This is an optimization exercise on Yosys and OpenROAD, whose aim is small area, not a production implementation.
The RTL was checked by simulation tests, not by an equivalence proof against the original design.
Power and IR drop assume default switching activity.

<file path="design.v">
module en_clk_time (
	input	wire	clk, rst,
	output	reg	en_1clk,
	output	reg	en_clk,
	output	wire	deb_en,		 
	output	wire	sw_en		 
);
	reg	[3:0]	a;
	reg	[2:0]	b;
	reg	[6:0]	cnt_1clk;
	wire	a9	= a[3] & a[0];
	assign	deb_en	= b[1] & ~b[0] & ~a[3] & a[2] & ~a[1] & ~a[0];
	assign	sw_en		= b[1] & ~b[0] & ~a[3] & a[2] &  a[1] & ~a[0];
	always @(posedge clk or negedge rst) begin
		if (!rst) begin
			a <= 0; b <= 0; en_clk <= 0;
		end
		else if (a9) begin
			a <= 0; en_clk <= 1'b1;
			b <= b[2] ? 3'd0 : b + 1'b1;
		end
		else begin
			a <= a + 1'b1; en_clk <= 0;
		end
	end
	always @(posedge clk or negedge rst) begin
		if (!rst) begin
			en_1clk <= 0; cnt_1clk <= 0;
		end
		else if (en_clk) begin
			if (cnt_1clk[6] & cnt_1clk[5] & cnt_1clk[2]) begin
				en_1clk <= 1'b1; cnt_1clk <= 0;
			end
			else begin
				en_1clk <= 0; cnt_1clk <= cnt_1clk + 1'b1;
			end
		end
		else
			en_1clk <= 0;
	end
endmodule
module debouncer_control(
	input	wire			clk, rst,
	input	wire			deb_en, sw_en,
	input	wire	[4:0]	in_sw,
	output	wire	[4:0]	sw);
	reg	[4:0]	q, q2;
	always @(posedge clk or negedge rst) begin
		if (!rst) begin
			q <= 0; q2 <= 0;
		end
		else if (deb_en) begin
			q <= in_sw; q2 <= q;
		end
	end
	assign	sw = sw_en ? (q & ~q2) : 5'd0;
endmodule
module fsm (
	input	wire			clk, rst,
	input	wire	[4:0]	sw,
	output	wire	[5:0]	en_state,
	output	wire	[2:0]	mode,
	output	wire	[2:0]	mode_nx,
	output	reg	[3:0]	cursor);
	reg	[2:0]	state;
	assign	mode = state;
	assign	en_state = {state == 3'd5, state == 3'd4, state == 3'd3,
							 state == 3'd2, state == 3'd1, state == 3'd0};
	assign	mode_nx = sw[4] ? ((state == 3'd5) ? 3'd0 : state + 1'b1) : state;
	always @(posedge clk or negedge rst) begin
		if (!rst)
			state <= 0;
		else
			state <= mode_nx;
	end
	always @(posedge clk or negedge rst) begin
		if (!rst)
			cursor <= 0;
		else begin
			case (state)
				3'd1 : begin
					if (sw[0])
						cursor <= (cursor == 4'd5) ? 4'd0 : cursor + 1'b1;
					else if (sw[3])
						cursor <= (cursor == 4'd0) ? 4'd5 : cursor - 1'b1;
				end
				3'd2 : begin
					if (sw[0])
						cursor <= (cursor == 4'd7) ? 4'd0 : cursor + 1'b1;
					else if (sw[3])
						cursor <= (cursor == 4'd0) ? 4'd7 : cursor - 1'b1;
				end
				3'd3 : begin
					if (sw[0])
						cursor <= (cursor == 4'd13) ? 4'd0 : cursor + 1'b1;
					else if (sw[3])
						cursor <= (cursor == 4'd0) ? 4'd13 : cursor - 1'b1;
				end
				3'd5 : begin
					if (sw[0])
						cursor <= (cursor >= 4'd5) ? 4'd0 : cursor + 1'b1;
					else if (sw[3])
						cursor <= (cursor == 4'd0) ? 4'd5 : cursor - 1'b1;
				end
				default : cursor <= 0;
			endcase
		end
	end
endmodule
module watch_time (
	input	wire			clk, rst, en_1hz,
	input	wire			set_watch,
	input	wire	[5:0]	ld_hour,		 
	input	wire	[6:0]	ld_min, ld_sec,
	output	wire			ampm,
	output	reg	[1:0]	ht,
	output	reg	[3:0]	ho,
	output	reg	[2:0]	mt,
	output	reg	[3:0]	mo,
	output	reg	[2:0]	st,
	output	reg	[3:0]	so,
	output	reg			en_day);
	assign	ampm	= ht[1] | (ht[0] & (ho[3] | ho[2] | ho[1]));
	wire	s59	= st[2] & st[0] & so[3] & so[0];
	wire	m59	= mt[2] & mt[0] & mo[3] & mo[0];
	wire	h23	= ht[1] & ~ht[0] & ~ho[2] & ho[1] & ho[0];
	always @(posedge clk or negedge rst) begin
		if (!rst) begin
			{ht, ho, mt, mo, st, so} <= 0;
			en_day <= 0;
		end
		else if (set_watch) begin
			{ht, ho}	<= ld_hour;
			{mt, mo}	<= ld_min;
			{st, so}	<= ld_sec;
			en_day	<= 0;
		end
		else begin
			en_day <= 0;
			if (en_1hz) begin
				if (s59) begin
					{st, so} <= 0;
					if (m59) begin
						{mt, mo} <= 0;
						if (h23) begin
							{ht, ho} <= 0;
							en_day <= 1'b1;
						end
						else if (ht[1] & ht[0] & ho[0])
							{ht, ho} <= 0;
						else if (ho[3] & ho[0]) begin
							ht <= ht + 1'b1; ho <= 0;
						end
						else
							ho <= ho + 1'b1;
					end
					else if (mo[3] & mo[0]) begin
						mt <= mt + 1'b1; mo <= 0;
					end
					else
						mo <= mo + 1'b1;
				end
				else if (so[3] & so[0]) begin
					st <= st + 1'b1; so <= 0;
				end
				else
					so <= so + 1'b1;
			end
		end
	end
endmodule
module watch_date (
	input	wire			clk, rst, en_day,
	input	wire			set_date,
	input	wire	[15:0]	ld_year,
	input	wire	[3:0]	ld_month,
	input	wire	[4:0]	ld_day,
	output	reg	[4:0]	max_date,
	output	reg	[15:0]	year,
	output	reg	[3:0]	month,
	output	reg	[4:0]	day,
	output	wire	[2:0]	week);
	wire	[3:0]	y3 = year[15:12], y2 = year[11:8], y1 = year[7:4], y0 = year[3:0];
	wire	low0	= (year[7:0] == 8'd0);
	wire	leap	= (low0 ? (~y2[0] & ~(y2[1] ^ y3[0])) : (~y0[0] & ~(y0[1] ^ y1[0])));
	always @(*) begin
		case (month)
			4'd1, 4'd3, 4'd5, 4'd7, 4'd8, 4'd10, 4'd12 : max_date = 5'd31;
			4'd2		:	max_date = {4'b1110, leap};
			4'd4, 4'd6, 4'd9, 4'd11 : max_date = 5'd30;
			default	:	max_date = 5'd0;
		endcase
	end
	wire			jf		= (month == 4'd1) | (month == 4'd2);
	wire	[6:0]	klo	= {y1, 3'b0} + {y1, 1'b0} + y0;
	wire	[3:0]	hi		= {y3[0], 3'b0} + {y3[2:0], 1'b0} + y2;		 
	wire			yzero	= low0 & (year[15:8] == 8'd0);
	reg	[6:0]	k;
	reg	[3:0]	j;
	always @(*) begin
		if (!jf) begin
			k = klo; j = hi;
		end
		else if (yzero) begin
			k = 7'd83; j = 4'd3;
		end
		else if (low0) begin
			k = 7'd99; j = hi - 1'b1;
		end
		else begin
			k = klo - 1'b1; j = hi;
		end
	end
	reg	[5:0]	mterm;
	always @(*) begin
		case (month)
			4'd0 : mterm = 6'd2;		4'd1 : mterm = 6'd36;
			4'd2 : mterm = 6'd39;	4'd3 : mterm = 6'd10;
			4'd4 : mterm = 6'd13;	4'd5 : mterm = 6'd15;
			4'd6 : mterm = 6'd18;	4'd7 : mterm = 6'd20;
			4'd8 : mterm = 6'd23;	4'd9 : mterm = 6'd26;
			4'd10: mterm = 6'd28;	4'd11: mterm = 6'd31;
			4'd12: mterm = 6'd33;	4'd13: mterm = 6'd36;
			4'd14: mterm = 6'd39;	default: mterm = 6'd41;
		endcase
	end
	wire	[7:0]	wsum	= day + mterm + k + k[6:2] + j[3:2] - {j, 1'b0};
	wire	[4:0]	f1		= wsum[7:6] + wsum[5:3] + wsum[2:0];
	wire	[3:0]	f2		= f1[4:3] + f1[2:0];
	assign	week	= (f2 >= 4'd7) ? f2 - 4'd7 : f2[2:0];
	reg	[15:0]	year_inc;
	always @(*) begin
		year_inc = year;
		if (y0 != 4'd9)			year_inc[3:0] = y0 + 1'b1;
		else begin
			year_inc[3:0] = 0;
			if (y1 != 4'd9)		year_inc[7:4] = y1 + 1'b1;
			else begin
				year_inc[7:4] = 0;
				if (y2 != 4'd9)	year_inc[11:8] = y2 + 1'b1;
				else begin
					year_inc[11:8] = 0;
					year_inc[15:12] = y3 + 1'b1;
				end
			end
		end
	end
	wire	dmax	= (day == max_date);
	wire	m12	= (month == 4'd12);
	always @(posedge clk or negedge rst) begin
		if (!rst) begin
			year <= 0; month <= 0; day <= 0;
		end
		else if (set_date) begin
			year <= ld_year; month <= ld_month; day <= ld_day;
		end
		else if (en_day) begin
			if (dmax) begin
				day <= 5'd1;
				if (m12) begin
					month <= 4'd1;
					year <= (year == 16'h9999) ? 16'h0001 : year_inc;
				end
				else
					month <= month + 1'b1;
			end
			else
				day <= day + 1'b1;
		end
	end
endmodule
module set (
	input	wire			clk, rst,
	input	wire	[5:0]	en_state,
	input	wire	[4:0]	sw,
	input	wire	[3:0]	cursor,
	input	wire	[7:0]	bcd_hour, bcd_min, bcd_sec,
	input	wire	[15:0]	bcd_year,
	input	wire	[7:0]	bcd_month, bcd_day,
	input	wire	[4:0]	max_date,
	output	reg	[7:0]	s_hour, s_min, s_sec,
	output	reg	[15:0]	s_year,
	output	reg	[7:0]	s_mon, s_day,
	output	reg	[7:0]	a_hour, a_min, a_sec,
	output	reg	[15:0]	a_year,
	output	reg	[7:0]	a_mon, a_day,
	output	reg	[7:0]	an_hour, an_min, an_sec,
	output	reg	[15:0]	an_year,
	output	reg	[7:0]	an_mon, an_day,
	output	reg	[7:0]	t_hour, t_min, t_sec);
	wire	mW = en_state[0], mSW = en_state[1], mSD = en_state[2], mAL = en_state[3], mTM = en_state[5];
	wire	inc = sw[1];
	wire	dec = ~sw[1] & sw[2];
	wire	act = sw[1] | sw[2];
	wire	hsel	= mSW | mTM | (mAL & (cursor < 4'd6));
	wire	[2:0]	pos	= (mSW | mSD | mTM | hsel) ? cursor[2:0] : cursor[2:0] - 3'd6;
	wire	[1:0]	pr		= pos[2:1];		 
	wire			sub	= pos[0];		 
	wire	[7:0]	H	= ({8{mSW}} & s_hour) | ({8{mAL}} & a_hour) | ({8{mTM}} & t_hour);
	wire	[7:0]	Mi	= ({8{mSW}} & s_min)  | ({8{mAL}} & a_min)  | ({8{mTM}} & t_min);
	wire	[7:0]	Se	= ({8{mSW}} & s_sec)  | ({8{mAL}} & a_sec)  | ({8{mTM}} & t_sec);
	wire	[7:0]	D	= mSD ? s_day : a_day;
	wire	[7:0]	Mo	= mSD ? s_mon : a_mon;
	wire	[15:0]	Y	= mSD ? s_year : a_year;
	reg	[7:0]	pair;
	always @(*) begin
		if (hsel)
			case (pr)
				2'd0 : pair = Se;
				2'd1 : pair = Mi;
				default : pair = H;
			endcase
		else
			case (pr)
				2'd0 : pair = D;
				2'd1 : pair = Mo;
				2'd2 : pair = Y[7:0];
				default : pair = Y[15:8];
			endcase
	end
	wire	[3:0]	x	= sub ? pair[7:4] : pair[3:0];	 
	wire	[3:0]	o	= sub ? pair[3:0] : pair[7:4];	 
	wire	tSM	= hsel & ~pr[1];			 
	wire	tH		= hsel & pr[1];			 
	wire	tD		= ~hsel & (pr == 2'd0);	 
	wire	tM		= ~hsel & (pr == 2'd1);	 
	wire	tY		= ~hsel & pr[1];			 
	reg	[3:0]	mx, mr;		 
	always @(*) begin
		case (max_date)
			5'd28 : begin mx = 4'd2; mr = 4'd8; end
			5'd29 : begin mx = 4'd2; mr = 4'd9; end
			5'd30 : begin mx = 4'd3; mr = 4'd0; end
			5'd31 : begin mx = 4'd3; mr = 4'd1; end
			default : begin mx = 4'd0; mr = 4'd0; end
		endcase
	end
	wire	[3:0]	yzd	= {Y[15:12] == 4'd0, Y[11:8] == 4'd0, Y[7:4] == 4'd0, Y[3:0] == 4'd0};
	reg			yz;
	always @(*) begin
		case ({pr[0], sub})
			2'd0 : yz = yzd[3] & yzd[2] & yzd[1];
			2'd1 : yz = yzd[3] & yzd[2] & yzd[0];
			2'd2 : yz = yzd[3] & yzd[1] & yzd[0];
			default : yz = yzd[2] & yzd[1] & yzd[0];
		endcase
	end
	wire	dd_t	= tD & sub & dec;
	wire	dd_t9	= dd_t & (x == 4'd0) & ~((x == mx) && (o == 4'd0));
	wire	[3:0]	xe	= (dd_t & ~dd_t9) ? o : x;	 
	wire	[3:0]	xi	= xe + 1'b1;
	wire	[3:0]	xd	= xe - 1'b1;
	wire	x0		= (x == 4'd0);
	wire	x9		= (x == 4'd9);
	reg	[3:0]	nv;
	always @(*) begin
		if (inc) begin
			if (tSM)
				nv = (x == (sub ? 4'd5 : 4'd9)) ? 4'd0 : xi;
			else if (tH & ~sub)
				nv = (((o == 4'd2) && (x >= 4'd4)) || x9) ? 4'd0 : xi;
			else if (tH)
				nv = ((x == 4'd2) || (!mTM && (x == 4'd1) && (o >= 4'd4))) ? 4'd0 : xi;
			else if (tD & ~sub)
				nv = ((o == mx) && (x >= mr)) ? ((o != 4'd0) ? 4'd0 : 4'd1) : x9 ? 4'd0 : xi;
			else if (tD)
				nv = ((mx != 4'd0) && (x == mx - 1'b1) && (o >= mr)) ? 4'd0 :
					  (x == mx) ? ((o != 4'd0) ? 4'd0 : 4'd1) : xi;
			else if (tM & ~sub)
				nv = ((o == 4'd1) && (x >= 4'd2)) ? 4'd0 : x9 ? 4'd1 : xi;
			else if (tM)
				nv = (((x == 4'd1) && (o != 4'd0)) || (o > 4'd2)) ? 4'd0 : xi;
			else
				nv = x9 ? {3'b0, yz} : xi;
		end
		else begin
			if (tSM)
				nv = x0 ? (sub ? 4'd5 : 4'd9) : xd;
			else if (tH & ~sub)
				nv = ((mTM ? o == 4'd0 : o == 4'd2) && x0) ? 4'd3 : x0 ? 4'd9 : xd;
			else if (tH & mTM)
				nv = (x0 || (s_hour[7:4] == 4'd0)) ? 4'd2 : xd;
			else if (tH)
				nv = x0 ? ((o >= 4'd4) ? 4'd1 : 4'd2) : xd;
			else if (tD & ~sub)
				nv = ((o == mx) && x0) ? mr : (((o == 4'd0) && (x == 4'd1)) || x0) ? 4'd9 : xd;
			else if (tD)
				nv = dd_t9 ? 4'd9 : ((x == mx) && (o == 4'd0)) ? mr : xd;
			else if (tM & ~sub)
				nv = ((o == 4'd1) && x0) ? 4'd2 : (x <= 4'd1) ? 4'd9 : xd;
			else if (tM)
				nv = (x0 && (o > 4'd2)) ? 4'd0 : {3'b0, x0};
			else
				nv = ((yz && (x <= 4'd1)) || x0) ? 4'd9 : xd;
		end
	end
	wire	[3:0]	hn = nv, dn = nv;
	wire	[5:0]	hwe	= (hsel & act) ? (6'd1 << pos) : 6'd0;
	wire			bug	= mAL & inc & (pos == 3'd1) & (a_sec[7:4] != 4'd5);
	wire	[5:0]	we_S	= {6{mSW}} & hwe | {4'b0, bug, 1'b0};
	wire	[5:0]	we_A	= {6{mAL & ~bug}} & hwe;
	wire	[5:0]	we_T	= {6{mTM}} & hwe;
	wire	[2:0]	dwp	= (dd_t & ~dd_t9) ? 3'd0 : pos;
	wire	[7:0]	dwe	= (~hsel & act) ? (8'd1 << dwp) : 8'd0;
	wire	[7:0]	we_SD	= {8{mSD}} & dwe;
	wire	[7:0]	we_AD	= {8{mAL}} & dwe;
	reg	[7:0]	sn_hour, sn_min, sn_sec, sn_mon, sn_day, tn_hour, tn_min, tn_sec;
	reg	[15:0]	sn_year;
	always @(*) begin
		if (mW) begin
			{sn_hour, sn_min, sn_sec} = {bcd_hour, bcd_min, bcd_sec};
			{sn_year, sn_mon, sn_day} = {bcd_year, bcd_month, bcd_day};
		end
		else begin
			sn_sec	= {we_S[1] ? hn : s_sec[7:4],  we_S[0] ? hn : s_sec[3:0]};
			sn_min	= {we_S[3] ? hn : s_min[7:4],  we_S[2] ? hn : s_min[3:0]};
			sn_hour	= {we_S[5] ? hn : s_hour[7:4], we_S[4] ? hn : s_hour[3:0]};
			sn_day	= {we_SD[1] ? dn : s_day[7:4], we_SD[0] ? dn : s_day[3:0]};
			sn_mon	= {we_SD[3] ? dn : s_mon[7:4], we_SD[2] ? dn : s_mon[3:0]};
			sn_year	= {we_SD[7] ? dn : s_year[15:12], we_SD[6] ? dn : s_year[11:8],
						   we_SD[5] ? dn : s_year[7:4],   we_SD[4] ? dn : s_year[3:0]};
		end
		an_sec	= {we_A[1] ? hn : a_sec[7:4],  we_A[0] ? hn : a_sec[3:0]};
		an_min	= {we_A[3] ? hn : a_min[7:4],  we_A[2] ? hn : a_min[3:0]};
		an_hour	= {we_A[5] ? hn : a_hour[7:4], we_A[4] ? hn : a_hour[3:0]};
		an_day	= {we_AD[1] ? dn : a_day[7:4], we_AD[0] ? dn : a_day[3:0]};
		an_mon	= {we_AD[3] ? dn : a_mon[7:4], we_AD[2] ? dn : a_mon[3:0]};
		an_year	= {we_AD[7] ? dn : a_year[15:12], we_AD[6] ? dn : a_year[11:8],
					   we_AD[5] ? dn : a_year[7:4],   we_AD[4] ? dn : a_year[3:0]};
		tn_sec	= {we_T[1] ? hn : t_sec[7:4],  we_T[0] ? hn : t_sec[3:0]};
		tn_min	= {we_T[3] ? hn : t_min[7:4],  we_T[2] ? hn : t_min[3:0]};
		tn_hour	= {we_T[5] ? hn : t_hour[7:4], we_T[4] ? hn : t_hour[3:0]};
		sn_sec[7] = 1'b0;		sn_min[7] = 1'b0;
		an_sec[7] = 1'b0;		an_min[7] = 1'b0;		an_hour[7:6] = 2'b0;
		tn_sec[7] = 1'b0;		tn_min[7] = 1'b0;		tn_hour[7:6] = 2'b0;
	end
	always @(posedge clk or negedge rst) begin
		if (!rst) begin
			{s_hour, s_min, s_sec, s_year, s_mon, s_day} <= 0;
			{a_hour, a_min, a_sec, a_year, a_mon, a_day} <= 0;
			{t_hour, t_min, t_sec} <= 0;
		end
		else begin
			{s_hour, s_min, s_sec, s_year, s_mon, s_day} <= {sn_hour, sn_min, sn_sec, sn_year, sn_mon, sn_day};
			{a_hour, a_min, a_sec, a_year, a_mon, a_day} <= {an_hour, an_min, an_sec, an_year, an_mon, an_day};
			{t_hour, t_min, t_sec} <= {tn_hour, tn_min, tn_sec};
		end
	end
endmodule
module alarm (
	input	wire	clk, rst,		 
	input	wire	rst_sw,
	input	wire	match,			 
	output	reg	led);
	reg	hit, on;
	always @(posedge clk) begin
		hit <= match;
		if (!rst)
			on <= 0;
		else if (rst_sw)
			on <= 0;
		else if (hit)
			on <= 1'b1;
		led <= on;
	end
endmodule
module timer (
	input	wire			clk, rst, stop, en_1clk,
	input	wire	[7:0]	timer_hour, timer_min, timer_sec,
	output	reg	[1:0]	ht,
	output	reg	[3:0]	ho,
	output	reg	[2:0]	mt,
	output	reg	[3:0]	mo,
	output	reg	[2:0]	st,
	output	reg	[3:0]	so);
	wire	s0	= ({st, so} == 7'd0);
	wire	m0	= ({mt, mo} == 7'd0);
	wire	h0	= ({ht, ho} == 6'd0);
	always @(posedge clk or negedge rst) begin
		if (!rst)
			{ht, ho, mt, mo, st, so} <= 0;
		else if (stop) begin
			{ht, ho} <= {timer_hour[5:4], timer_hour[3:0]};
			{mt, mo} <= {timer_min[6:4], timer_min[3:0]};
			{st, so} <= {timer_sec[6:4], timer_sec[3:0]};
		end
		else if (en_1clk) begin
			if (s0) begin
				if (m0) begin
					if (!h0) begin
						if (ho == 4'd0) begin
							ht <= ht - 1'b1; ho <= 4'd9;
						end
						else
							ho <= ho - 1'b1;
						{mt, mo} <= {3'd5, 4'd9};
						{st, so} <= {3'd5, 4'd9};
					end
				end
				else begin
					if (mo == 4'd0) begin
						mt <= mt - 1'b1; mo <= 4'd9;
					end
					else
						mo <= mo - 1'b1;
					{st, so} <= {3'd5, 4'd9};
				end
			end
			else if (so == 4'd0) begin
				st <= st - 1'b1; so <= 4'd9;
			end
			else
				so <= so - 1'b1;
		end
	end
endmodule
module stopwatch (
	input	wire			clk, rst,
	input	wire			en_stop,
	input	wire	[4:0]	sw,
	input	wire			set_stop,
	output	reg	[2:0]	ht,
	output	reg	[3:0]	ho,
	output	reg	[2:0]	mt,
	output	reg	[3:0]	mo,
	output	reg	[3:0]	st,
	output	reg	[3:0]	so);
	reg	stop;
	always @(posedge clk or negedge rst) begin
		if (!rst)
			stop <= 0;
		else if (set_stop & sw[1])
			stop <= ~stop;
	end
	wire	s100	= st[3] & st[1];				 
	wire	m59	= mt[2] & mt[0] & mo[3] & mo[0];
	wire	h59	= ht[2] & ht[0] & ho[3] & ho[0];
	always @(posedge clk or negedge rst) begin
		if (!rst)
			{ht, ho, mt, mo, st, so} <= 0;
		else if (stop) begin
			if (en_stop) begin
				if (s100) begin
					{st, so} <= 0;
					if (m59) begin
						{mt, mo} <= 0;
						if (h59)
							{ht, ho} <= 0;
						else if (ho[3] & ho[0]) begin
							ht <= ht + 1'b1; ho <= 0;
						end
						else
							ho <= ho + 1'b1;
					end
					else if (mo[3] & mo[0]) begin
						mt <= mt + 1'b1; mo <= 0;
					end
					else
						mo <= mo + 1'b1;
				end
				else if (so[3] & so[0]) begin
					st <= st + 1'b1; so <= 0;
				end
				else
					so <= so + 1'b1;
			end
		end
		else if (sw[2])
			{ht, ho, mt, mo, st, so} <= 0;
	end
endmodule
module lcd_display_string (
	input	wire			clk,
	input	wire	[4:0]	index_nx,		 
	input	wire	[2:0]	mode,			 
	input	wire	[2:0]	mode_nx,		 
	input	wire	[15:0]	year,
	input	wire	[7:0]	month, day,
	input	wire	[7:0]	hour, min, sec,
	input	wire	[2:0]	week,
	input	wire			ampm,
	input	wire	[15:0]	save_year,
	input	wire	[7:0]	save_mon, save_day,
	input	wire	[7:0]	save_hour, save_min, save_sec,
	input	wire	[7:0]	sw_hour, sw_min, sw_sec,
	input	wire	[7:0]	tm_hour, tm_min, tm_sec,
	output	reg	[7:0]	out);
	reg	[15:0]	l_year;
	reg	[7:0]		l_month, l_day;
	reg	[2:0]		l_week;
	reg				l_ampm;
	wire	m_time	= (mode == 3'd0) | (mode == 3'd1) | (mode == 3'd2);
	wire	m_alarm	= (mode == 3'd3);
	wire	[15:0]	n_year	= m_time ? year  : m_alarm ? save_year : l_year;
	wire	[7:0]		n_month	= m_time ? month : m_alarm ? save_mon  : l_month;
	wire	[7:0]		n_day		= m_time ? day   : m_alarm ? save_day  : l_day;
	wire	[2:0]		n_week	= (m_time | m_alarm) ? week : l_week;
	wire				n_ampm	= (m_time | m_alarm) ? ampm : l_ampm;
	reg	[7:0]		n_hour, n_min, n_sec;
	always @(*) begin
		case (mode)
			3'd0, 3'd1, 3'd2 : {n_hour, n_min, n_sec} = {hour, min, sec};
			3'd3 : {n_hour, n_min, n_sec} = {save_hour, save_min, save_sec};
			3'd4 : {n_hour, n_min, n_sec} = {sw_hour, sw_min, sw_sec};
			default : {n_hour, n_min, n_sec} = {tm_hour, tm_min, tm_sec};
		endcase
	end
	always @(posedge clk) begin
		l_year	<= n_year;
		l_month	<= n_month;
		l_day		<= n_day;
		l_week	<= n_week;
		l_ampm	<= n_ampm;
	end
	wire	[4:0]	index = index_nx;
	wire	[2:0]	md = mode_nx;
	localparam	K_CONST = 2'd0, K_DIGIT = 2'd1, K_WEEK = 2'd2, K_AMPM = 2'd3;
	reg	[1:0]	kind;
	reg	[3:0]	dsel;		 
	reg	[1:0]	wsel;		 
	reg	[7:0]	k;			 
	always @(*) begin
		kind = K_CONST; dsel = 4'd0; wsel = 2'd0; k = 8'h20;
		if ((md == 3'd0 || md == 3'd2 || md == 3'd3) && !index[4]) begin
			case (index[3:0])
				4'd0 : k = 8'h59;
				4'd1 : k = 8'h3A;
				4'd2, 4'd3, 4'd4, 4'd5 : begin kind = K_DIGIT; dsel = {2'b00, index[1:0] - 2'd2}; end
				4'd7 : k = 8'h4D;
				4'd8 : k = 8'h3A;
				4'd9 : begin kind = K_DIGIT; dsel = 4'd4; end
				4'd10: begin kind = K_DIGIT; dsel = 4'd5; end
				4'd12: k = 8'h44;
				4'd13: k = 8'h3A;
				4'd14: begin kind = K_DIGIT; dsel = 4'd6; end
				4'd15: begin kind = K_DIGIT; dsel = 4'd7; end
				default : k = 8'h20;
			endcase
		end
		else if (md == 3'd0) begin		 
			case (index[3:0])
				4'd0 : kind = K_AMPM;
				4'd1 : k = 8'h4D;
				4'd3 : begin kind = K_DIGIT; dsel = 4'd8; end
				4'd4 : begin kind = K_DIGIT; dsel = 4'd9; end
				4'd5 : k = 8'h3A;
				4'd6 : begin kind = K_DIGIT; dsel = 4'd10; end
				4'd7 : begin kind = K_DIGIT; dsel = 4'd11; end
				4'd8 : k = 8'h3A;
				4'd9 : begin kind = K_DIGIT; dsel = 4'd12; end
				4'd10: begin kind = K_DIGIT; dsel = 4'd13; end
				4'd13: begin kind = K_WEEK; wsel = 2'd0; end
				4'd14: begin kind = K_WEEK; wsel = 2'd1; end
				4'd15: begin kind = K_WEEK; wsel = 2'd2; end
				default : k = 8'h20;
			endcase
		end
		else if (index[4] & index[3] & (md != 3'd2)) begin	 
			case (index[2:0])
				3'd0 : begin kind = K_DIGIT; dsel = 4'd8; end
				3'd1 : begin kind = K_DIGIT; dsel = 4'd9; end
				3'd3 : begin kind = K_DIGIT; dsel = 4'd10; end
				3'd4 : begin kind = K_DIGIT; dsel = 4'd11; end
				3'd6 : begin kind = K_DIGIT; dsel = 4'd12; end
				3'd7 : begin kind = K_DIGIT; dsel = 4'd13; end
				default : k = 8'h3A;
			endcase
		end
		else begin
			case (md)
				3'd1 : case (index)			 
					5'd0 : k = 8'h54;	5'd1 : k = 8'h69;	5'd2 : k = 8'h6D;	5'd3 : k = 8'h65;
					5'd5 : k = 8'h53;	5'd6 : k = 8'h65;	5'd7 : k = 8'h74;
					5'd9 : k = 8'h4D;	5'd10: k = 8'h6F;	5'd11: k = 8'h64;	5'd12: k = 8'h65;
					5'd16: begin kind = K_WEEK; wsel = 2'd0; end
					5'd17: begin kind = K_WEEK; wsel = 2'd1; end
					5'd18: begin kind = K_WEEK; wsel = 2'd2; end
					5'd21: kind = K_AMPM;
					5'd22: k = 8'h4D;
					default : k = 8'h20;
				endcase
				3'd2 : case (index[3:0])	 
					4'd0 : k = 8'h44;	4'd1 : k = 8'h61;	4'd2 : k = 8'h74;	4'd3 : k = 8'h65;
					4'd5 : k = 8'h53;	4'd6 : k = 8'h65;	4'd7 : k = 8'h74;
					4'd9 : k = 8'h4D;	4'd10: k = 8'h6F;	4'd11: k = 8'h64;	4'd12: k = 8'h65;
					default : k = 8'h20;
				endcase
				3'd3 : case (index[3:0])	 
					4'd0 : k = 8'h61;	4'd1 : k = 8'h6c;	4'd2 : k = 8'h61;	4'd3 : k = 8'h72;
					4'd4 : k = 8'h6d;	4'd5 : kind = K_AMPM;	4'd6 : k = 8'h4D;
					default : k = 8'h20;
				endcase
				3'd4 : case (index)			 
					5'd0 : k = 8'h73;	5'd1 : k = 8'h74;	5'd2 : k = 8'h6f;	5'd3 : k = 8'h70;
					5'd5 : k = 8'h77;	5'd6 : k = 8'h61;	5'd7 : k = 8'h74;	5'd8 : k = 8'h63;
					5'd9 : k = 8'h68;
					default : k = 8'h20;
				endcase
				default : case (index)		 
					5'd5 : k = 8'h77;	5'd6 : k = 8'h61;	5'd7 : k = 8'h74;	5'd8 : k = 8'h63;
					5'd9 : k = 8'h68;
					default : k = 8'h20;
				endcase
			endcase
		end
	end
	reg	[3:0]	d;
	always @(*) begin
		case (dsel)
			4'd0 : d = n_year[15:12];
			4'd1 : d = n_year[11:8];
			4'd2 : d = n_year[7:4];
			4'd3 : d = n_year[3:0];
			4'd4 : d = n_month[7:4];
			4'd5 : d = n_month[3:0];
			4'd6 : d = n_day[7:4];
			4'd7 : d = n_day[3:0];
			4'd8 : d = n_hour[7:4];
			4'd9 : d = n_hour[3:0];
			4'd10: d = n_min[7:4];
			4'd11: d = n_min[3:0];
			4'd12: d = n_sec[7:4];
			default : d = n_sec[3:0];
		endcase
	end
	reg	[7:0]	wl;
	always @(*) begin
		case ({n_week, wsel})
			{3'd1, 2'd0}, {3'd0, 2'd0}, {3'd7, 2'd0} : wl = 8'h53;
			{3'd2, 2'd0} : wl = 8'h4D;
			{3'd3, 2'd0}, {3'd5, 2'd0} : wl = 8'h54;
			{3'd4, 2'd0} : wl = 8'h57;
			{3'd6, 2'd0} : wl = 8'h46;
			{3'd0, 2'd1}, {3'd7, 2'd1} : wl = 8'h41;
			{3'd1, 2'd1}, {3'd3, 2'd1} : wl = 8'h55;
			{3'd2, 2'd1} : wl = 8'h4F;
			{3'd4, 2'd1} : wl = 8'h45;
			{3'd5, 2'd1} : wl = 8'h48;
			{3'd6, 2'd1} : wl = 8'h52;
			{3'd0, 2'd2}, {3'd7, 2'd2} : wl = 8'h54;
			{3'd1, 2'd2}, {3'd2, 2'd2} : wl = 8'h4E;
			{3'd3, 2'd2} : wl = 8'h45;
			{3'd4, 2'd2} : wl = 8'h44;
			{3'd5, 2'd2} : wl = 8'h55;
			default : wl = 8'h49;		 
		endcase
	end
	reg	[7:0]	chr;
	always @(posedge clk) begin
		case (kind)
			K_DIGIT : chr <= {4'h3, (d > 4'd9) ? 4'd0 : d};
			K_WEEK  : chr <= wl;
			K_AMPM  : chr <= n_ampm ? 8'h50 : 8'h41;
			default : chr <= k;
		endcase
		out <= chr;
	end
endmodule
module lcd_driver (
	input	wire			clk, rst,
	input	wire	[7:0]	data_char,
	output	wire	[4:0]	index_char,
	output	wire	[4:0]	index_nx,		 
	output	reg			lcd_rs,
	output	wire			lcd_rw,
	output	wire			lcd_e,
	output	wire	[7:0]	lcd_data);
	localparam	P_INIT = 2'd0, P_PRINT = 2'd1, P_CMD = 2'd2;
	reg	[5:0]	cnt_en;
	reg			en_clk;
	reg	[1:0]	phase;
	reg	[4:0]	cnt;
	reg	[7:0]	data_bus;
	wire	idle	= (phase == P_INIT) & ~cnt[3];
	assign	lcd_rw	= 1'b0;
	assign	lcd_data	= data_bus;
	assign	lcd_e		= ~idle & (cnt_en[5] ? (cnt_en[4:0] == 5'd0) : (cnt_en[4:1] != 4'd0));
	assign	index_char = (phase == P_INIT) ? 5'd0 : cnt;
	always @(posedge clk or negedge rst) begin
		if (!rst) begin
			cnt_en <= 0; en_clk <= 0;
		end
		else begin
			cnt_en <= cnt_en + 1'b1;
			en_clk <= &cnt_en;
		end
	end
	reg	[1:0]	phase_nx;
	reg	[4:0]	cnt_nx;
	always @(*) begin
		phase_nx = phase; cnt_nx = cnt;
		if (en_clk) begin
			case (phase)
				P_INIT : begin
					if (cnt[3] & cnt[2]) begin		 
						phase_nx = P_PRINT; cnt_nx = 5'd0;
					end
					else
						cnt_nx = cnt + 1'b1;
				end
				P_PRINT : begin
					cnt_nx = cnt + 1'b1;
					if (cnt[3:0] == 4'd15)				 
						phase_nx = P_CMD;
				end
				default : phase_nx = P_PRINT;
			endcase
		end
	end
	assign	index_nx = (phase_nx == P_INIT) ? 5'd0 : cnt_nx;
	always @(posedge clk or negedge rst) begin
		if (!rst) begin
			phase <= P_INIT; cnt <= 0;
		end
		else begin
			phase <= phase_nx; cnt <= cnt_nx;
		end
	end
	always @(posedge clk or negedge rst) begin
		if (!rst) begin
			lcd_rs <= 0; data_bus <= 0;
		end
		else begin
			lcd_rs <= (phase == P_PRINT);
			case (phase)
				P_INIT : case (cnt[3:0])
					4'd8  : data_bus <= 8'h38;		 
					4'd9  : data_bus <= 8'h08;		 
					4'd11 : data_bus <= 8'h0C;		 
					4'd12 : data_bus <= 8'h06;		 
					default : data_bus <= 8'h01;	 
				endcase
				P_PRINT : data_bus <= data_char;
				default : data_bus <= cnt[4] ? 8'hC0 : 8'h80;	 
			endcase
		end
	end
endmodule
module clock(
	clk,
	rst,
	rst_sw,
	stop,
	in_sw,
	lcd_rs,
	lcd_rw,
	lcd_e,
	lcd_data,
	led);
	input					clk, rst;
	input		[4:0]		in_sw;
	input					rst_sw;
	input					stop;
	output				lcd_rs;			 
	output				lcd_rw;			 
	output				lcd_e;			 
	output	[7:0]		lcd_data;
	output				led;
	wire	rstn = ~rst;
	function [5:0] bcd5;		 
		input [4:0] x;
		bcd5 = {x / 5'd10, 4'd0} | (x % 5'd10);
	endfunction
	function [4:0] bcd4;		 
		input [3:0] x;
		bcd4 = (x > 4'd9) ? {1'b1, x - 4'd10} : {1'b0, x};
	endfunction
	wire	en_1hz, en_stop, deb_en, sw_en;
	en_clk_time EN_TIME (.clk(clk), .rst(rstn), .en_1clk(en_1hz), .en_clk(en_stop),
		.deb_en(deb_en), .sw_en(sw_en));
	wire	[4:0]	sw;
	debouncer_control DEB (.clk(clk), .rst(rstn), .deb_en(deb_en), .sw_en(sw_en),
		.in_sw(in_sw), .sw(sw));
	wire	[5:0]	en_state;
	wire	[3:0]	cursor;
	wire	[2:0]	mode;
	wire	[2:0]	mode_nx;
	fsm FSM (.clk(clk), .rst(rstn), .sw(sw), .en_state(en_state), .mode(mode), .mode_nx(mode_nx), .cursor(cursor));
	wire	[7:0]		s_hour, s_min, s_sec, s_month, s_day;
	wire	[15:0]	s_year;
	wire	[7:0]		a_hour, a_min, a_sec, a_mon, a_day;
	wire	[15:0]	a_year;
	wire	[7:0]		an_hour, an_min, an_sec, an_mon, an_day;
	wire	[15:0]	an_year;
	wire	[7:0]		t_hour, t_min, t_sec;
	wire	[1:0]	w_ht;
	wire	[3:0]	w_ho, w_mo, w_so;
	wire	[2:0]	w_mt, w_st;
	wire			ampm, en_day;
	wire	[15:0]	year;
	wire	[3:0]	month;
	wire	[4:0]	day;
	wire	[2:0]	week;
	wire	[4:0]	max_date;
	wire	[4:0]	ld_hour_bin	= {s_hour[5:4], 3'b0} + {s_hour[7:4], 1'b0} + s_hour[3:0];
	wire	[5:0]	ld_hour		= bcd5(ld_hour_bin);
	wire	[3:0]	ld_month		= {s_month[4], 3'b0} + {s_month[6:4], 1'b0} + s_month[3:0];
	wire	[4:0]	ld_day		= {s_day[5:4], 3'b0} + {s_day[7:4], 1'b0} + s_day[3:0];
	wire	[7:0]	bcd_hour		= {2'b0, w_ht, w_ho};
	wire	[7:0]	bcd_min		= {1'b0, w_mt, w_mo};
	wire	[7:0]	bcd_sec		= {1'b0, w_st, w_so};
	wire	[7:0]	bcd_month	= {3'b0, bcd4(month)};
	wire	[7:0]	bcd_day		= {2'b0, bcd5(day)};
	set SET (
		.clk(clk), .rst(rstn), .en_state(en_state), .sw(sw), .cursor(cursor),
		.bcd_hour(bcd_hour), .bcd_min(bcd_min), .bcd_sec(bcd_sec),
		.bcd_year(year), .bcd_month(bcd_month), .bcd_day(bcd_day),
		.max_date(max_date),
		.s_hour(s_hour), .s_min(s_min), .s_sec(s_sec), .s_year(s_year), .s_mon(s_month), .s_day(s_day),
		.a_hour(a_hour), .a_min(a_min), .a_sec(a_sec), .a_year(a_year), .a_mon(a_mon), .a_day(a_day),
		.an_hour(an_hour), .an_min(an_min), .an_sec(an_sec), .an_year(an_year), .an_mon(an_mon), .an_day(an_day),
		.t_hour(t_hour), .t_min(t_min), .t_sec(t_sec));
	watch_time TIME (
		.clk(clk), .rst(rstn), .en_1hz(en_1hz), .set_watch(en_state[1]),
		.ld_hour(ld_hour), .ld_min(s_min[6:0]), .ld_sec(s_sec[6:0]),
		.ampm(ampm), .ht(w_ht), .ho(w_ho), .mt(w_mt), .mo(w_mo), .st(w_st), .so(w_so),
		.en_day(en_day));
	watch_date DATE (
		.clk(clk), .rst(rstn), .en_day(en_day), .set_date(en_state[2]),
		.ld_year(s_year), .ld_month(ld_month), .ld_day(ld_day),
		.max_date(max_date), .year(year), .month(month), .day(day), .week(week));
	wire	match	= (an_sec == s_sec) && (an_min == s_min) && (an_hour == {2'b0, ld_hour}) &&
					  (an_year == s_year) && (an_mon == {3'b0, bcd4(ld_month)}) &&
					  (an_day == {2'b0, bcd5(ld_day)});
	alarm ALARM (.clk(clk), .rst(rstn), .rst_sw(rst_sw), .match(match), .led(led));
	wire	[1:0]	tm_ht;
	wire	[3:0]	tm_ho, tm_mo, tm_so;
	wire	[2:0]	tm_mt, tm_st;
	timer TIMER (
		.clk(clk), .rst(rstn), .stop(stop), .en_1clk(en_1hz),
		.timer_hour(t_hour), .timer_min(t_min), .timer_sec(t_sec),
		.ht(tm_ht), .ho(tm_ho), .mt(tm_mt), .mo(tm_mo), .st(tm_st), .so(tm_so));
	wire	[2:0]	sp_ht, sp_mt;
	wire	[3:0]	sp_ho, sp_mo, sp_st, sp_so;
	stopwatch STOP (
		.clk(clk), .rst(rstn), .en_stop(en_stop), .sw(sw), .set_stop(en_state[4]),
		.ht(sp_ht), .ho(sp_ho), .mt(sp_mt), .mo(sp_mo), .st(sp_st), .so(sp_so));
	wire	[7:0]	data_char;
	wire	[4:0]	index_char, index_nx;
	lcd_display_string STR (
		.clk(clk), .index_nx(index_nx), .mode(mode), .mode_nx(mode_nx),
		.year(year), .month(bcd_month), .day(bcd_day),
		.hour(bcd_hour), .min(bcd_min), .sec(bcd_sec), .week(week), .ampm(ampm),
		.save_year(a_year), .save_mon(a_mon), .save_day(a_day),
		.save_hour(a_hour), .save_min(a_min), .save_sec(a_sec),
		.sw_hour({1'b0, sp_ht, sp_ho}), .sw_min({1'b0, sp_mt, sp_mo}), .sw_sec({sp_st, sp_so}),
		.tm_hour({2'b0, tm_ht, tm_ho}), .tm_min({1'b0, tm_mt, tm_mo}), .tm_sec({1'b0, tm_st, tm_so}),
		.out(data_char));
	lcd_driver DRV (
		.clk(clk), .rst(rstn), .data_char(data_char), .index_char(index_char), .index_nx(index_nx),
		.lcd_rs(lcd_rs), .lcd_rw(lcd_rw), .lcd_e(lcd_e), .lcd_data(lcd_data));
endmodule
</file>
<file path="run.sh">
#!/bin/bash
# synth_recipe.tcl (not shown) runs the flow's synth.tcl, then flattens the netlist and writes it again
# the make line also repeats each setting of config.mk as NAME=value (left out here)
make -C /OpenROAD-flow-scripts/flow DESIGN_CONFIG=/design/flow/config.mk WORK_HOME=/design/flow/orfs CLKGATE_MAP_FILE= SYNTH_SCRIPT=/design/flow/synth_recipe.tcl finish
</file>
<file path="config.mk">
export PLATFORM = sky130hd
export DESIGN_NAME = clock
export DESIGN_NICKNAME = clock
export VERILOG_FILES = /design/flow/design.v
export SDC_FILE = /design/flow/constraint.sdc
export NUM_CORES = 4
export LEC_CHECK = 0
export ABC_AREA = 1
export CAP_MARGIN = 20
export CORE_MARGIN = 2
export CORE_UTILIZATION = 40
export CTS_CLUSTER_DIAMETER = 100
export CTS_CLUSTER_SIZE = 24
export GPL_TIMING_DRIVEN = 0
export SLEW_MARGIN = 20
</file>
<file path="constraint.sdc">
create_clock -name core_clock -period 25.0 [get_ports {clk}]
set_input_delay 5.0000 -clock core_clock [delete_from_list [all_inputs] [get_ports {clk}]]
set_output_delay 5.0000 -clock core_clock [all_outputs]
set_load 0.01 [all_outputs]
</file>
==> results of run 1 <==
==> kinds of logic after synthesis <==
group	Yosys count	synth area share
buffers and inverters	647	0.102
and+or+nand+nor	1707	0.298
AOI/OAI and AO/OA	698	0.166
DFF	324	0.316
adders and majority gates	167	0.0903
other	1	0.000151
muxes	4	0.00182
xor gates and xnor gates	72	0.0254
==> where the power goes <==
part           switching (mW)  total [mW]  internal (mW)  leakage, nW
registers              0.0219       0.568          0.546         4.09
clock network           0.225       0.394          0.169        0.336
logic                   0.144       0.206         0.0622         8.67
total                   0.391        1.17          0.778         13.1
==> area by class of cell <==
type	count	area (um^2)	share of cell area
tap	790	988	0.0370
buffer	87	417	0.0156
clock inverter	11	134	0.00501
sequential	324	7840	0.293
inverter	560	2110	0.0789
multi-input combinational	2649	14400	0.540
timing repair buffer	22	253	0.00945
clock buffer	25	551	0.0206
==> cells in the mapped netlist (all sizes together) (20+ instances only) <==
master	n
o22ai	36
o221ai	50
xor2	51
ha	147
nand2	961
clkbuf	51
or2	21
buf	36
dfrtp	271
xnor2	21
o21ai	347
o211ai	43
nor2	301
nand4	32
nand3	299
inv	554
a21oi	126
fa	20
dfxtp	53
nor3	57
==> routing by layer <==
metal	vias up	wire length, um	share of wire	track usage
met3	228	8760	0.091	0.0446
met2	1212	40200	0.42	0.448
met5	-	0	0	0
met1	11939	42200	0.44	0.419
met4	0	5280	0.055	0.137
li1	12036	-	-	-
==> registers in the layout, summed over array words and instances, names as in the netlist, 7 cells and up <==
register	flops
STR.out	7
STR.l_day	8
SET.t_min	7
SET.a_mon	8
SET.a_sec	7
SET.s_year	16
STR.l_month	8
DRV.data_bus	8
SET.s_day	8
SET.a_year	16
DATE.year	16
SET.s_min	7
EN_TIME.cnt_1clk	7
SET.s_mon	8
STR.chr	7
SET.s_sec	7
SET.a_min	7
STR.l_year	16
SET.t_sec	7
SET.a_day	8
SET.s_hour	8
==> placed cells by master, fill, tap and decap left out, drive strengths merged, types with 5 or more instances in the layout <==
| master | n |
|---|---|
| o2111ai | 13 |
| buf | 39 |
| nand3b | 15 |
| xor2 | 51 |
| nand2 | 961 |
| nor2 | 301 |
| clkbuf | 76 |
| ha | 147 |
| o31ai | 8 |
| nand4 | 32 |
| xnor2 | 21 |
| a221oi | 12 |
| o221ai | 50 |
| nor3 | 57 |
| a211oi | 5 |
| nor4 | 14 |
| a22oi | 6 |
| clkinv | 8 |
| clkdlybuf4s50 | 19 |
| fa | 20 |
| inv | 563 |
| o21ai | 347 |
| dfrtp | 271 |
| nand3 | 299 |
| o211ai | 43 |
| a31oi | 16 |
| o22ai | 36 |
| o311ai | 6 |
| o21a | 6 |
| a21oi | 126 |
| dfxtp | 53 |
| or2 | 21 |
==> worst paths after layout <==
path	from	to
max in group asynchronous	rst	STOP.stop$_DFFE_PP0P_
worst max-delay path	DATE.year[0]$_DFFE_PP0P_	STR.chr[0]$_DFF_P_
worst min register to register	STR.chr[2]$_DFF_P_	STR.out[2]$_DFF_P_
min in group asynchronous	rst	DATE.day[1]$_DFFE_PP0P_
worst min-delay path	STR.chr[2]$_DFF_P_	STR.out[2]$_DFF_P_
worst max register to register	DATE.year[0]$_DFFE_PP0P_	STR.chr[0]$_DFF_P_
==> through the flow <==
step	std cells	util
floorplan	3620	-
global placement	4429	0.423
detailed placement	4432	0.424
CTS	4468	0.435
global route	4468	0.435
finish	4468	0.435
==> summary.txt, run 1 <==
status complete, no violations; CORE AREA slightly above 0.06 mm^2; pin count of the biggest net entering global routing 96; HPWL after DPL ~77 mm; chip width 253 um; WL/cell approximately 22 um; # resized after CTS 0; Die Area between 0.06 and 0.07 mm^2; area share of the largest cell type after synthesis 0.273; Placer Congestion ~1.0; Net Count, Synth ~3.8k; Design Area, Final 0.0267 mm^2; VDD IR-drop max 56.7 uV; clk sinks 324; DIE HEIGHT around 250 um; initial antenna violation count 1; Hold Path Stages 0; Diodes inserted 0; CP bufs+invs 8; hold crit path type register to register; f_max ~100 MHz; Post-synth EDFFs 0; Placement Setup Slack roughly 15 ns; Area growth, synth to finish 7.79%; final wirelength around 96 mm; IO Count 21; global route overflow 0; Post-DRT Antenna Nets 0; CTS max path bufs 3; hold_ws between 0.3 and 0.4 ns; Power Total 1.17 mW; share of cells above drive strength 1 0.0435; Slew @ Worst Pin roughly 1.2 ns; Mapped Cells 3620; CP max FO 9; Post CTS Setup Buffer Count 0; Critical Path Most Common Cell inv_1; Setup crit end kind register; Hold Violations, Final 0; Detailed Route Iter0 Violations around 3.2k; R2R depth 45; CP arrival roughly 10 ns; Cell variety after synth 69; Pre-antenna DRT Iters 8; hold buffers post-CTS 0; Async SR Flop Fraction 0.836; period utilization 0.390; # setup viols final 0; via count of the first global-routing pass roughly 23k; Max-slew headroom 0.204; Setup TNS 0 ns; # fillers around 6.5k; register area share after synthesis 0.316; CTS tree done; htree depth 1; synth warn 12; # DRC 0; clock-pin slew on the worst setup and hold paths 0.10 ns; total global-route track usage 0.297; Most used DFF post-synth dfrtp_1; global-route wire length before repair between 100 and 150 mm; port bufs 19; RSZ-0062 raised after global routing no; Max-cap violations 0; delay-heaviest family, CP adder cells; final max-slew violation count 0; startpoint types register; post-synthesis cell area between 0.02 and 0.025 mm^2; Crit. path cell count 45; Yosys reg bits 324; minimum clock period 9.74 ns; CTS Buf Count 21; CP peak stage delay between 0.5 and 0.6 ns; row cnt 91; CP max-delay cell fa_1; Cell Area, Placed 0.0261 mm^2; DR vias/cell approximately 5.7; dominant cell type by area after synthesis dfrtp_1; initial core utilization 0.403; Area contributors post-synth dfrtp_1 (27%), nand2_1 (14%), inv_1 (8.2%), ha_1 (7.4%), o21ai_0 (6.4%); nets ~3.8k; Root Driver clkbuf_16; Worst Skew 0.0452 ns; CP required ~25 ns; PD cells 43.7 mW/mm^2; R2R setup slack about 15 ns; DR vias about 25k; kind of critical path register to register; leak pwr ~13 nW; Synth Area per Inst about 7 um^2; Final WS setup between 15 and 20 ns; worst skew pair latency roughly 0.60 ns
==> run 2, diff against run 1 <==
--- a/design.v
+++ b/design.v
@@ -75,2 +75,5 @@
 	end
+	wire			edit	= (state == 3'd1) | (state == 3'd2) | (state == 3'd3) | (state == 3'd5);
+	wire	[3:0]	last	= (state == 3'd3) ? 4'd13 : (state == 3'd2) ? 4'd7 : 4'd5;
+	wire			at_end	= (cursor == last);		 
 	always @(posedge clk or negedge rst) begin
@@ -78,31 +81,8 @@
 			cursor <= 0;
-		else begin
-			case (state)
-				3'd1 : begin
-					if (sw[0])
-						cursor <= (cursor == 4'd5) ? 4'd0 : cursor + 1'b1;
-					else if (sw[3])
-						cursor <= (cursor == 4'd0) ? 4'd5 : cursor - 1'b1;
-				end
-				3'd2 : begin
-					if (sw[0])
-						cursor <= (cursor == 4'd7) ? 4'd0 : cursor + 1'b1;
-					else if (sw[3])
-						cursor <= (cursor == 4'd0) ? 4'd7 : cursor - 1'b1;
-				end
-				3'd3 : begin
-					if (sw[0])
-						cursor <= (cursor == 4'd13) ? 4'd0 : cursor + 1'b1;
-					else if (sw[3])
-						cursor <= (cursor == 4'd0) ? 4'd13 : cursor - 1'b1;
-				end
-				3'd5 : begin
-					if (sw[0])
-						cursor <= (cursor >= 4'd5) ? 4'd0 : cursor + 1'b1;
-					else if (sw[3])
-						cursor <= (cursor == 4'd0) ? 4'd5 : cursor - 1'b1;
-				end
-				default : cursor <= 0;
-			endcase
-		end
+		else if (!edit)
+			cursor <= 0;
+		else if (sw[0])
+			cursor <= at_end ? 4'd0 : cursor + 1'b1;
+		else if (sw[3])
+			cursor <= (cursor == 4'd0) ? last : cursor - 1'b1;
 	end
@@ -123,5 +103,10 @@
 	assign	ampm	= ht[1] | (ht[0] & (ho[3] | ho[2] | ho[1]));
-	wire	s59	= st[2] & st[0] & so[3] & so[0];
-	wire	m59	= mt[2] & mt[0] & mo[3] & mo[0];
+	wire	so9	= so[3] & so[0], st5 = st[2] & st[0];
+	wire	mo9	= mo[3] & mo[0], mt5 = mt[2] & mt[0];
 	wire	h23	= ht[1] & ~ht[0] & ~ho[2] & ho[1] & ho[0];
+	wire	h31	= ht[1] & ht[0] & ho[0];
+	wire	c1		= en_1hz & so9;
+	wire	c2		= c1 & st5;						 
+	wire	c3		= c2 & mo9;
+	wire	c4		= c3 & mt5;						 
 	always @(posedge clk or negedge rst) begin
@@ -138,31 +123,15 @@
 		else begin
-			en_day <= 0;
-			if (en_1hz) begin
-				if (s59) begin
-					{st, so} <= 0;
-					if (m59) begin
-						{mt, mo} <= 0;
-						if (h23) begin
-							{ht, ho} <= 0;
-							en_day <= 1'b1;
-						end
-						else if (ht[1] & ht[0] & ho[0])
-							{ht, ho} <= 0;
-						else if (ho[3] & ho[0]) begin
-							ht <= ht + 1'b1; ho <= 0;
-						end
-						else
-							ho <= ho + 1'b1;
-					end
-					else if (mo[3] & mo[0]) begin
-						mt <= mt + 1'b1; mo <= 0;
-					end
-					else
-						mo <= mo + 1'b1;
-				end
-				else if (so[3] & so[0]) begin
-					st <= st + 1'b1; so <= 0;
+			en_day <= c4 & h23;
+			if (en_1hz)	so <= so9 ? 4'd0 : so + 1'b1;
+			if (c1)	st <= st5 ? 3'd0 : st + 1'b1;
+			if (c2)	mo <= mo9 ? 4'd0 : mo + 1'b1;
+			if (c3)	mt <= mt5 ? 3'd0 : mt + 1'b1;
+			if (c4) begin
+				if (h23 | h31)
+					{ht, ho} <= 0;
+				else if (ho[3] & ho[0]) begin
+					ht <= ht + 1'b1; ho <= 0;
 				end
 				else
-					so <= so + 1'b1;
+					ho <= ho + 1'b1;
 			end
@@ -289,3 +258,6 @@
 	output	reg	[7:0]	an_mon, an_day,
-	output	reg	[7:0]	t_hour, t_min, t_sec);
+	output	reg	[7:0]	t_hour, t_min, t_sec,
+	output	wire			ad_we,			 
+	output	wire	[2:0]	ad_pos,			 
+	output	wire	[3:0]	ad_old);		 
 	wire	mW = en_state[0], mSW = en_state[1], mSD = en_state[2], mAL = en_state[3], mTM = en_state[5];
@@ -406,2 +378,5 @@
 	wire	[7:0]	we_AD	= {8{mAL}} & dwe;
+	assign	ad_we		= mAL & ~hsel & act;
+	assign	ad_pos	= ~dwp;
+	assign	ad_old	= xe;
 	reg	[7:0]	sn_hour, sn_min, sn_sec, sn_mon, sn_day, tn_hour, tn_min, tn_sec;
@@ -475,5 +450,10 @@
 	output	reg	[3:0]	so);
-	wire	s0	= ({st, so} == 7'd0);
-	wire	m0	= ({mt, mo} == 7'd0);
-	wire	h0	= ({ht, ho} == 6'd0);
+	wire	so0 = (so == 4'd0), st0 = (st == 3'd0), mo0 = (mo == 4'd0),
+			mt0 = (mt == 3'd0), ho0 = (ho == 4'd0), ht0 = (ht == 2'd0);
+	wire	run	= en_1clk & ~(so0 & st0 & mo0 & mt0 & ho0 & ht0);
+	wire	c1	= run & so0;
+	wire	c2	= c1 & st0;
+	wire	c3	= c2 & mo0;
+	wire	c4	= c3 & mt0;
+	wire	c5	= c4 & ho0;
 	always @(posedge clk or negedge rst) begin
@@ -486,29 +466,9 @@
 		end
-		else if (en_1clk) begin
-			if (s0) begin
-				if (m0) begin
-					if (!h0) begin
-						if (ho == 4'd0) begin
-							ht <= ht - 1'b1; ho <= 4'd9;
-						end
-						else
-							ho <= ho - 1'b1;
-						{mt, mo} <= {3'd5, 4'd9};
-						{st, so} <= {3'd5, 4'd9};
-					end
-				end
-				else begin
-					if (mo == 4'd0) begin
-						mt <= mt - 1'b1; mo <= 4'd9;
-					end
-					else
-						mo <= mo - 1'b1;
-					{st, so} <= {3'd5, 4'd9};
-				end
-			end
-			else if (so == 4'd0) begin
-				st <= st - 1'b1; so <= 4'd9;
-			end
-			else
-				so <= so - 1'b1;
+		else begin
+			if (run)	so <= so0 ? 4'd9 : so - 1'b1;
+			if (c1)	st <= st0 ? 3'd5 : st - 1'b1;
+			if (c2)	mo <= mo0 ? 4'd9 : mo - 1'b1;
+			if (c3)	mt <= mt0 ? 3'd5 : mt - 1'b1;
+			if (c4)	ho <= ho0 ? 4'd9 : ho - 1'b1;
+			if (c5)	ht <= ht - 1'b1;
 		end
@@ -535,4 +495,10 @@
 	wire	s100	= st[3] & st[1];				 
-	wire	m59	= mt[2] & mt[0] & mo[3] & mo[0];
-	wire	h59	= ht[2] & ht[0] & ho[3] & ho[0];
+	wire	so9	= so[3] & so[0];
+	wire	mo9	= mo[3] & mo[0], mt5 = mt[2] & mt[0];
+	wire	ho9	= ho[3] & ho[0];
+	wire	run	= stop & en_stop;
+	wire	c2		= run & s100;					 
+	wire	c3		= c2 & mo9;
+	wire	c4		= c3 & mt5;						 
+	wire	c5		= c4 & ho9;
 	always @(posedge clk or negedge rst) begin
@@ -540,31 +506,15 @@
 			{ht, ho, mt, mo, st, so} <= 0;
-		else if (stop) begin
-			if (en_stop) begin
-				if (s100) begin
-					{st, so} <= 0;
-					if (m59) begin
-						{mt, mo} <= 0;
-						if (h59)
-							{ht, ho} <= 0;
-						else if (ho[3] & ho[0]) begin
-							ht <= ht + 1'b1; ho <= 0;
-						end
-						else
-							ho <= ho + 1'b1;
-					end
-					else if (mo[3] & mo[0]) begin
-						mt <= mt + 1'b1; mo <= 0;
-					end
-					else
-						mo <= mo + 1'b1;
-				end
-				else if (so[3] & so[0]) begin
-					st <= st + 1'b1; so <= 0;
-				end
-				else
-					so <= so + 1'b1;
+		else if (!stop & sw[2])
+			{ht, ho, mt, mo, st, so} <= 0;
+		else begin
+			if (run) begin
+				if (s100)		{st, so} <= 0;
+				else if (so9)	begin st <= st + 1'b1; so <= 0; end
+				else				so <= so + 1'b1;
 			end
+			if (c2)	mo <= mo9 ? 4'd0 : mo + 1'b1;
+			if (c3)	mt <= mt5 ? 3'd0 : mt + 1'b1;
+			if (c4)	ho <= ho9 ? 4'd0 : ho + 1'b1;
+			if (c5)	ht <= (ht[2] & ht[0]) ? 3'd0 : ht + 1'b1;
 		end
-		else if (sw[2])
-			{ht, ho, mt, mo, st, so} <= 0;
 	end
@@ -586,5 +536,6 @@
 	input	wire	[7:0]	tm_hour, tm_min, tm_sec,
+	input	wire			ad_we,
+	input	wire	[2:0]	ad_pos,
+	input	wire	[3:0]	ad_old,
 	output	reg	[7:0]	out);
-	reg	[15:0]	l_year;
-	reg	[7:0]		l_month, l_day;
 	reg	[2:0]		l_week;
@@ -593,5 +544,14 @@
 	wire	m_alarm	= (mode == 3'd3);
-	wire	[15:0]	n_year	= m_time ? year  : m_alarm ? save_year : l_year;
-	wire	[7:0]		n_month	= m_time ? month : m_alarm ? save_mon  : l_month;
-	wire	[7:0]		n_day		= m_time ? day   : m_alarm ? save_day  : l_day;
+	wire	[15:0]	n_year	= m_time ? year  : save_year;
+	wire	[7:0]		n_month	= m_time ? month : save_mon;
+	wire	[7:0]		n_day		= m_time ? day   : save_day;
+	reg				ed_valid;
+	reg	[2:0]		ed_pos;
+	reg	[3:0]		ed_old;
+	always @(posedge clk)
+		if (m_alarm) begin
+			ed_valid	<= ad_we & (mode_nx != 3'd3);
+			ed_pos	<= ad_pos;
+			ed_old	<= ad_old;
+		end
 	wire	[2:0]		n_week	= (m_time | m_alarm) ? week : l_week;
@@ -608,5 +568,2 @@
 	always @(posedge clk) begin
-		l_year	<= n_year;
-		l_month	<= n_month;
-		l_day		<= n_day;
 		l_week	<= n_week;
@@ -725,2 +682,3 @@
 	end
+	wire	[3:0]	dx = (!m_time && !m_alarm && ed_valid && !dsel[3] && (dsel[2:0] == ed_pos)) ? ed_old : d;
 	reg	[7:0]	wl;
@@ -750,3 +708,3 @@
 		case (kind)
-			K_DIGIT : chr <= {4'h3, (d > 4'd9) ? 4'd0 : d};
+			K_DIGIT : chr <= {4'h3, (dx > 4'd9) ? 4'd0 : dx};
 			K_WEEK  : chr <= wl;
@@ -885,2 +843,5 @@
 	wire	[7:0]		t_hour, t_min, t_sec;
+	wire				ad_we;
+	wire	[2:0]		ad_pos;
+	wire	[3:0]		ad_old;
 	wire	[1:0]	w_ht;
@@ -911,3 +872,4 @@
 		.an_hour(an_hour), .an_min(an_min), .an_sec(an_sec), .an_year(an_year), .an_mon(an_mon), .an_day(an_day),
-		.t_hour(t_hour), .t_min(t_min), .t_sec(t_sec));
+		.t_hour(t_hour), .t_min(t_min), .t_sec(t_sec),
+		.ad_we(ad_we), .ad_pos(ad_pos), .ad_old(ad_old));
 	watch_time TIME (
@@ -947,2 +909,3 @@
 		.tm_hour({2'b0, tm_ht, tm_ho}), .tm_min({1'b0, tm_mt, tm_mo}), .tm_sec({1'b0, tm_st, tm_so}),
+		.ad_we(ad_we), .ad_pos(ad_pos), .ad_old(ad_old),
 		.out(data_char));
--- a/config.mk
+++ b/config.mk
@@ -10,3 +10,3 @@
 export CORE_MARGIN = 2
-export CORE_UTILIZATION = 40
+export CORE_UTILIZATION = 60
 export CTS_CLUSTER_DIAMETER = 100
==> run 2 against run 1 <==
  * Still clean on timing, DRC and antenna
  * Sequential cell count shrank 24
  * Count of clock-buffer cells in the layout shrank 3
  * Highest routed layer unchanged
  * Non-clock buffer count shrank 8
  * Largest power group unchanged
==> summary.txt, run 2 <==
most frequent cell after synthesis nand2_1 (unchanged); CORE AREA 0.0388 mm^2 (was 0.0615 mm^2); port bufs 19 (unchanged); synth warn 12 (unchanged); CTS Buf Count 18 (was 21); initial antenna violation count 1 (unchanged); Cell variety after synth 69 (unchanged); CP arrival 10.59 ns (was 10.19 ns); R2R depth 49 (was 45); hold crit path type register to register (unchanged); total global-route track usage 0.449 (was 0.297); Design Area, Final 0.0251 mm^2 (was 0.0267 mm^2); Cell Area, Placed 0.0246 mm^2 (was 0.0261 mm^2); share of cells above drive strength 1 0.0501 (was 0.0435); commonest cells after routing, fill and taps aside nand2_1 (849), inv_1 (505), o21ai_0 (295) (was nand2_1 (931), inv_1 (539), o21ai_0 (318)); Hold Violations, Final 0 (unchanged); # setup viols final 0 (unchanged); clock-pin slew on the worst setup and hold paths 0.10 ns (about the same); commonest non-fill, non-tap cell in the layout nand2_1 (unchanged); CP required 25.44 ns (was 25.45 ns); PD cells 53.2 mW/mm^2 (was 43.7 mW/mm^2); DIE HEIGHT 203 um (was 253 um); post-synthesis cell area 0.0237 mm^2 (was 0.0248 mm^2); period utilization 0.406 (was 0.390); kind of critical path register to register (unchanged); Placement Setup Slack 15.03 ns (was 15.25 ns); hold_ws 0.335 ns (was 0.321 ns); CP max FO 8 (was 9); Clock power frac 0.249 (was 0.337); HPWL after DPL 72.5 mm (was 76.7 mm); global route overflow 0 (unchanged); Reg-to-Reg Start DATE.year[4]$_DFFE_PP0P_ (was DATE.year[0]$_DFFE_PP0P_); minimum clock period 10.15 ns (was 9.74 ns); Post-synth EDFFs 8 (was 0); Setup crit end kind register (unchanged); leak pwr 12.6 nW (was 13.1 nW); # fillers 3463 (was 6486); row cnt 72 (was 91); Post-DRT Antenna Nets 0 (unchanged); Detailed Route Iter0 Violations 3643 (was 3194); CP peak stage delay 0.55 ns (was 0.56 ns); Slew @ Worst Pin 1.25 ns (was 1.18 ns); CTS max path bufs 3 (unchanged); Sw Share 0.413 (was 0.334); commonest cells in the netlist nand2_1 (849), inv_1 (506), o21ai_0 (296), nor2_1 (282), dfrtp_1 (271) (was nand2_1 (931), inv_1 (540), o21ai_0 (319), nor2_1 (292), nand3_1 (291)); Area contributors post-synth dfrtp_1 (29%), nand2_1 (13%), inv_1 (8.0%), ha_1 (7.4%), o21ai_0 (6.3%) (was dfrtp_1 (27%), nand2_1 (14%), inv_1 (8.2%), ha_1 (7.4%), o21ai_0 (6.4%)); Power Total 1.34 mW (was 1.17 mW); dominant cell type by area after synthesis dfrtp_1 (unchanged); area share of the largest cell type after synthesis 0.287 (was 0.273); crit path launch DATE.year[4]$_DFFE_PP0P_ (was DATE.year[0]$_DFFE_PP0P_); startpoint types register (unchanged); VDD IR-drop max 217 uV (was 56.7 uV); DR vias 25.6k (was 25.4k); Critical Path Most Common Cell nand2_1 (was inv_1); final max-slew violation count 0 (unchanged); Comb pwr share 0.346 (was 0.176); Pre-antenna DRT Iters 9 (was 8); Async SR Flop Fraction 0.903 (was 0.836); Setup TNS 0 ns (unchanged); Area growth, synth to finish 6.26% (was 7.79%); Max-cap violations 0 (unchanged); via count of the first global-routing pass 24.4k (was 23.2k); Worst R2R End STR.chr[0]$_DFF_P_ (unchanged); Multi-input gate area 0.0139 mm^2 (was 0.0144 mm^2); hold buffers post-CTS 0 (unchanged); final wirelength 92.9 mm (was 96.5 mm); Die Area 0.0410 mm^2 (was 0.0640 mm^2); status complete, no violations (unchanged); Yosys reg bits 300 (was 324); Post CTS Setup Buffer Count 0 (unchanged); register area share after synthesis 0.315 (was 0.316); sw power 0.553 mW (was 0.391 mW); WL/cell 23.3 um (was 21.6 um); Synth Area per Inst 6.92 um^2 (was 6.85 um^2); Mapped Cells 3420 (was 3620); nets 3632 (was 3841); Flop pwr share 0.405 (was 0.486); htree depth 1 (unchanged); Worst Skew 0.0377 ns (was 0.0452 ns); RSZ-0062 raised after global routing no (unchanged); Final WS setup 14.85 ns (was 15.26 ns); initial core utilization 0.609 (was 0.403); Root Driver clkbuf_16 (unchanged); # resized after CTS 0 (unchanged); CTS tree done (unchanged); DR vias/cell 6.41 (was 5.69); worst skew pair latency 0.59 ns (was 0.60 ns); Most used DFF post-synth dfrtp_1 (unchanged); f_max 98.5 MHz (was 103 MHz); Placer Congestion 1.14 (was 1.04); global-route wire length before repair 141 mm (was 143 mm); Max-slew headroom 0.168 (was 0.204); chip width 203 um (was 253 um); pin count of the biggest net entering global routing 101 (was 96); IO Count 21 (unchanged); Net Count, Synth 3588 (was 3796); CP max-delay cell fa_1 (unchanged); clk sinks 300 (was 324); # DRC 0 (unchanged); CP endpoint STR.chr[0]$_DFF_P_ (unchanged); R2R setup slack 14.85 ns (was 15.26 ns); Int Pwr 0.786 mW (was 0.778 mW); FF+latch area 0.00744 mm^2 (was 0.00784 mm^2)
[run 2: changes by cell type after synthesis, moves of 14 or more]
cell,delta
inv_1,-34
dfxtp_1,-32
nand2_1,-82
nand3_1,-44
o21ai_0,-23
o22ai_1,-14
[run 2: worst max-delay path, delay by kind of cell (launching register included)]
family	cells	cell delay (ns)
fa+ha+maj	11	3.78
buf+inv	9	1.03
flops	1	0.48
simple gates	18	2.80
compound gates	7	1.25
xor+xnor	4	0.63
[run 2: cell type report]
type,instances,area share
Antenna cell,1,0.0000995
Timing Repair Buffer,24,0.0105
Buffer,77,0.0149
Tap cell,518,0.0258
Inverter,528,0.0792
Clock buffer,22,0.0185
Multi-Input combinational cell,2515,0.552
Clock inverter,5,0.00323
Sequential cell,300,0.296
[run 2: per-layer routing]
metal,vias up,wire length [um],share of wire,track usage
li1,11405,-,-,-
met1,11909,34100,0.37,0.552
met2,1799,40000,0.43,0.694
met3,456,10800,0.12,0.104
met4,0,8010,0.086,0.322
met5,-,0,0,0
[run 2: logic make-up (layout without fill, tap and decap cells)]
kind of cell / Yosys count / in the layout / share of synthesized area
compound gates: 679 / 679 / 0.171
xor+xnor: 74 / 74 / 0.0277
fa+ha+maj: 159 / 159 / 0.0904
buf+inv: 605 / 656 / 0.0997
flops: 300 / 300 / 0.315
mux: 7 / 7 / 0.00333
other cells: 1 / 2 / 0.000158
simple gates: 1595 / 1595 / 0.293
[run 2: worst min path at each step]
stage                             from                  to  slack (ns)  depth (start not counted)
CTS                 STR.chr[2]$_DFF_P_  STR.out[2]$_DFF_P_        0.33                          0
floorplan           STR.chr[0]$_DFF_P_  STR.out[0]$_DFF_P_        0.31                          0
finish              STR.chr[4]$_DFF_P_  STR.out[4]$_DFF_P_        0.33                          0
detailed placement  STR.chr[1]$_DFF_P_  STR.out[1]$_DFF_P_        0.31                          0
global placement    STR.chr[5]$_DFF_P_  STR.out[5]$_DFF_P_        0.31                          0
global route        STR.chr[4]$_DFF_P_  STR.out[4]$_DFF_P_        0.34                          0
[run 2: through the flow]
step	cells	utilization
after CTS	3989	0.647
after detailed placement	3962	0.633
after floorplan	3420	-
after global placement	3957	0.631
after global routing	3990	0.648
final	3990	0.648
[run 2: power groups by stage]
stage	registers, mW	logic (mW)	clock network (mW)
floorplan	0.541	0.282	0
global placement	0.550	0.413	0
detailed placement	0.552	0.434	0
CTS	0.542	0.439	0.331
global route	0.547	0.490	0.345
finish	0.543	0.463	0.333

-- separate check: timing with driven ports --
The flow's constraints put no driver on any port. The routed layouts listed below were extracted and timed again, unchanged, in two steps.
Step 1 sets driving cells, clkbuf_16 on the clock port and buf_2 on the other inputs (assumed; they add their load-dependent delay and slew).
Step 2 adds t to the input delays and takes it off the output delays; t is the mean of the earliest and latest rising clock arrival at the registers after step 1. Input paths then give back, and output paths get back, about the clock's delay inside the block.
Three values: no drivers, after step 1, after step 2; two values: the first two.
| run | t (ns) | setup WS [ns] | hold slack, ns | slew at the worst register clock pin (ns) | cell pins on the clock port's net |
|---|---|---|---|---|---|
| run 1 | 0.634 | 15.261 / 15.261 / 15.261 | 0.321 / 0.321 / 0.321 | 0.11 / 0.11 | 1 |
| run 2 | 0.629 | 14.849 / 14.849 / 14.849 | 0.335 / 0.335 / 0.335 | 0.12 / 0.12 | 1 |
After both steps setup and hold are still met in every run listed.
